Source: an optimization exercise on an open RTL-to-GDS flow (aim: small area). Production flows keep margins and buffers that such runs may drop. In this exercise RTL edits were held to simulation tests only and were not proved equivalent to the original. The flow treats the clock pin as an ideal source. Dropping or thinning the clock tree relies on that and would not hold on a real chip. Power figures rest on the tool's default switching activity, not on a simulated workload.

== v6 ==
// main
module main (
    input wire clk,
    input wire rst,
    input wire fwd_in,
    input wire bwd_in,
    input wire left_in,
    input wire right_in,
    input wire stoplight_in,
    input wire stopsign_in,
    input wire failsafe_in,
    output wire [3:0] m1_out,
    output wire [3:0] m2_out,
    output wire [2:0] md_state,
    input  wire echo_fwd,
    output wire trig_fwd,
    input  wire echo_bwd1,
    output wire trig_bwd1,
    input  wire echo_bwd2,
    output wire trig_bwd2,
    output wire beep_bwd1,
    output wire beep_bwd2,
    input  wire buzzer_in,
    output wire buzzer,
    input wire ld_left,
    input wire ld_right
);
==> module parking_sensor, before the edit <==
module parking_sensor #(
    parameter MODE = 0
) (
    input  wire clk,
    input  wire rst,
    input  wire echo,
    input  wire slow_on,   
    input  wire fast_on,   
    output reg  signal
);
  function [21:0] inc;
    input [21:0] q;
    integer i;
    reg c;
    begin
      c = 1'b1;
      for (i = 0; i < 22; i = i + 1) begin
        inc[i] = q[i] ^ c;
        c = c & q[i];
      end
    end
  endfunction
  function lt;
    input [21:0] x;
    input [21:0] k;
    integer i;
    reg r;
    begin
      r = 1'b0;
      for (i = 0; i < 22; i = i + 1)
        r = k[i] ? (~x[i] | r) : (~x[i] & r);
      lt = r;
    end
  endfunction
  localparam PS_MODE_STOP = 0, PS_MODE_BEEP = 1;
  localparam CYCLES_PER_CM = 29;
  localparam DIST_CONST = 10 * CYCLES_PER_CM;
  localparam DIST_FAST = 15 * CYCLES_PER_CM;
  localparam DIST_SLOW = 20 * CYCLES_PER_CM;
  localparam DIST_STOP = 30 * CYCLES_PER_CM;
  reg [21:0] echo_width;
  always @(posedge clk) begin
    if (rst | ~echo) echo_width <= 0;
    else echo_width <= inc(echo_width);
  end
  wire hi_zero = ~|echo_width[21:10];
  wire [9:0] lo = echo_width[9:0];
  wire measure = ~echo & (~hi_zero | (|lo));
  generate
    if (MODE == PS_MODE_STOP) begin : g_stop
      reg near;
      always @(posedge clk) begin
        if (rst) near <= 0;
        else if (measure) near <= hi_zero & lt(lo, DIST_STOP + 1);
      end
      localparam [21:0] ALT = 22'h2aaaaa;
      reg [21:0] timer_reg;
      wire [21:0] timer = timer_reg ^ ALT;
      reg detectable;
      wire [21:0] timer_next = {timer[20:0], ~(timer[21] ^ timer[0])};
      wire detect_end   = &(~(timer ^ 22'h3228af) | ~22'h322daf);   
      wire hold_end     = &(~(timer ^ 22'h191c8f) | ~22'h3fbcbf);   
      wire cooldown_end = &(~(timer ^ 22'h3b3bdd) | ~22'h3fbffd);   
      always @(posedge clk) begin
        if (rst) begin
          timer_reg <= ALT;
          detectable <= 1;
          signal <= 0;
        end else if (detectable) begin
          if (~near) begin
            signal <= 0;
            timer_reg <= ALT;
          end else if (~signal) begin
            if (detect_end) begin
              signal <= 1;
              timer_reg <= ALT;
            end else timer_reg <= timer_next ^ ALT;
          end else begin
            if (hold_end) begin
              signal <= 0;
              detectable <= 0;
              timer_reg <= ALT;
            end else timer_reg <= timer_next ^ ALT;
          end
        end else begin
          if (cooldown_end) begin
            detectable <= 1;
            timer_reg <= ALT;
          end else timer_reg <= timer_next ^ ALT;
        end
      end
    end else begin : g_beep
      reg [1:0] cls;
      always @(posedge clk) begin
        if (rst) cls <= 0;
        else if (measure) begin
          if (~hi_zero | ~lt(lo, DIST_SLOW + 1)) cls <= 0;
          else if (~lt(lo, DIST_FAST + 1)) cls <= 1;
          else if (~lt(lo, DIST_CONST + 1)) cls <= 2;
          else cls <= 3;
        end
      end
      always @(posedge clk) begin
        if (rst) signal <= 0;
        else
          case (cls)
            2'd0: signal <= 0;
            2'd1: signal <= slow_on;
            2'd2: signal <= fast_on;
            default: signal <= 1;
          endcase
      end
    end
  endgenerate
endmodule
==> flow/config.mk <==
export PLATFORM = sky130hd
export DESIGN_NAME = main
export DESIGN_NICKNAME = main
export VERILOG_FILES = /design/flow/design.v
export SDC_FILE = /design/flow/constraint.sdc
export NUM_CORES = 4
export LEC_CHECK = 0
export CAP_MARGIN = 20
export CORE_MARGIN = 2
export CORE_UTILIZATION = 65
export CTS_BUF_LIST = sky130_fd_sc_hd__clkbuf_8
export SLEW_MARGIN = 20
==> flow/constraint.sdc <==
create_clock -name core_clock -period 20.0 [get_ports {clk}]
set_input_delay 4.0000 -clock core_clock [delete_from_list [all_inputs] [get_ports {clk}]]
set_output_delay 4.0000 -clock core_clock [all_outputs]
set_load 0.01 [all_outputs]
standard.sh (not shown) runs the stock make flow with config.mk's settings and CLKGATE_MAP_FILE= SYNTH_SCRIPT=/design/flow/synth_recipe.tcl, a recipe that flattens the netlist after the stock synthesis.
==> flow/flow/run.sh <==
#!/bin/bash
# Own layout flow: the standard flow (standard.sh) with three changes.
#  1. After the standard synthesis, the gates between the flip-flops are mapped
#     again for area (remap.tcl, ABC script remap.abc). The flip-flops, their
#     names and cell types are those of the standard synthesis.
#  2. The port buffers are the smallest buffer, buf_1.
#  3. After clock tree synthesis, the clock tree is rebuilt from inverters
#     (clock.tcl): the clock port drives one root inverter, which drives 8
#     leaf inverters, each driving one cluster of flip-flops; the flip-flops
#     see the clock through two inversions, i.e. in its own polarity.
# Every tool's full output goes to a log of its own in this folder (and ORFS
# keeps each step's log under orfs/logs/).
set -euo pipefail
work=$(pwd)
R=$work/orfs/results/$FLOW_PLATFORM/main/base
YOSYS=$(command -v yosys || echo "$FLOW_HOME/../tools/install/yosys/bin/yosys")

bash standard.sh synth > 1_standard_synth.log 2>&1

cp "$R/1_2_yosys.v" "$R/1_2_yosys_standard.v"
REMAP_LIB=$FLOW_HOME/platforms/$FLOW_PLATFORM/lib/sky130_fd_sc_hd__tt_025C_1v80.lib \
REMAP_IN=$R/1_2_yosys_standard.v REMAP_OUT=$R/1_2_yosys.v \
REMAP_DONT_USE="$(cat flow/dont_use.txt)" REMAP_ABC=$work/flow/remap.abc \
REMAP_STAT=$work/remap_stat.txt \
  "$YOSYS" -c flow/remap.tcl > 1_remap.log 2>&1

# rebuild the synthesis database from the remapped netlist
bash standard.sh do-1_synth > 1_synth_odb.log 2>&1

export CLOCK_PORT=clk CLOCK_LEAVES=8 CLOCK_LEAF_CELL=sky130_fd_sc_hd__inv_8 CLOCK_ROOT_CELL=sky130_fd_sc_hd__inv_8
bash standard.sh \
  "POST_CTS_TCL=$work/flow/clock.tcl" \
  "CTS_ARGS=-sink_clustering_enable -repair_clock_nets -dont_use_dummy_load -buf_list sky130_fd_sc_hd__clkbuf_8" \
  "BUFFER_PORTS_ARGS=-buffer_cell sky130_fd_sc_hd__buf_1" \
  finish > 2_layout.log 2>&1
Other scripts of this flow, unchanged in this note and not shown: flow/flow/clock.tcl, flow/flow/dont_use.txt, flow/flow/remap.abc, flow/flow/remap.tcl
Setup changes, v6 to v7
diff --git a/flow/design.v b/flow/design.v
--- a/flow/design.v
+++ b/flow/design.v
@@ -99,14 +99,14 @@
       end
       localparam [21:0] ALT = 22'h2aaaaa;
       reg [21:0] timer_reg;
       wire [21:0] timer = timer_reg ^ ALT;
       reg detectable;
-      wire [21:0] timer_next = {timer[20:0], ~(timer[21] ^ timer[0])};
-      wire detect_end   = &(~(timer ^ 22'h3228af) | ~22'h322daf);   
-      wire hold_end     = &(~(timer ^ 22'h191c8f) | ~22'h3fbcbf);   
-      wire cooldown_end = &(~(timer ^ 22'h3b3bdd) | ~22'h3fbffd);   
+      wire [21:0] timer_next = {timer[20:0], ~(timer[21] ^ timer[20])};
+      wire detect_end   = &(~(timer ^ 22'h0c7a40) | ~22'h25ce7b);   
+      wire hold_end     = &(~(timer ^ 22'h300600) | ~22'h3efbfd);   
+      wire cooldown_end = &(~(timer ^ 22'h2f0273) | ~22'h3dffff);   
       always @(posedge clk) begin
         if (rst) begin
           timer_reg <= ALT;
           detectable <= 1;
           signal <= 0;
--- outcome ---
Delta (v7 minus v6): first-iteration DRC count shrank by 6.3%, clock latency reported for the late side of the worst-skew pair grew by 0.02 ns, met1 layer usage reported by global route grew by 1.4 points, total power grew by 1.4%, worst setup margin grew by 0.016 ns.
Of v6 and v7, v7 shows the lower mean post-synth cell area, with v6 above it.
Compared with v6, v7 shows a core utilization that is 0.16 points higher.
No run of this note takes its clock network from TritonCTS; it comes from the design's own scripts or RTL.

re-timing with driven ports:
In the flow no input, the clock included, has a driving cell. The finished layouts below were timed again as built, in two steps. Step 1 sets driving cells, clkbuf_16 on the clock port and buf_2 on the other inputs (assumed; they add their load-dependent delay and slew). Step 2 also shifts input and output timing later by t, the mid clock arrival at the registers, as if the neighbouring blocks saw the same clock. Slacks: no drivers / after step 1 / after step 2; pairs: no drivers / after step 1.
run | shift t [ns] | setup WS [ns] | worst hold slack (ns) | slew at the worst register clock pin (ns) | worst data-port slew with drivers (ns)
v6 | 0.242 | 11.602 / 11.574 / 11.574 | 0.359 / 0.359 / 0.359 | 0.10 / 0.10 | 0.03
v7 | 0.262 | 11.618 / 11.595 / 11.595 | 0.366 / 0.366 / 0.366 | 0.12 / 0.12 | 0.03
After both steps setup and hold are still met in every run listed. The setup slack of v6, which loses most, moves by -0.028 ns with the drivers and by -0.028 ns with both steps.
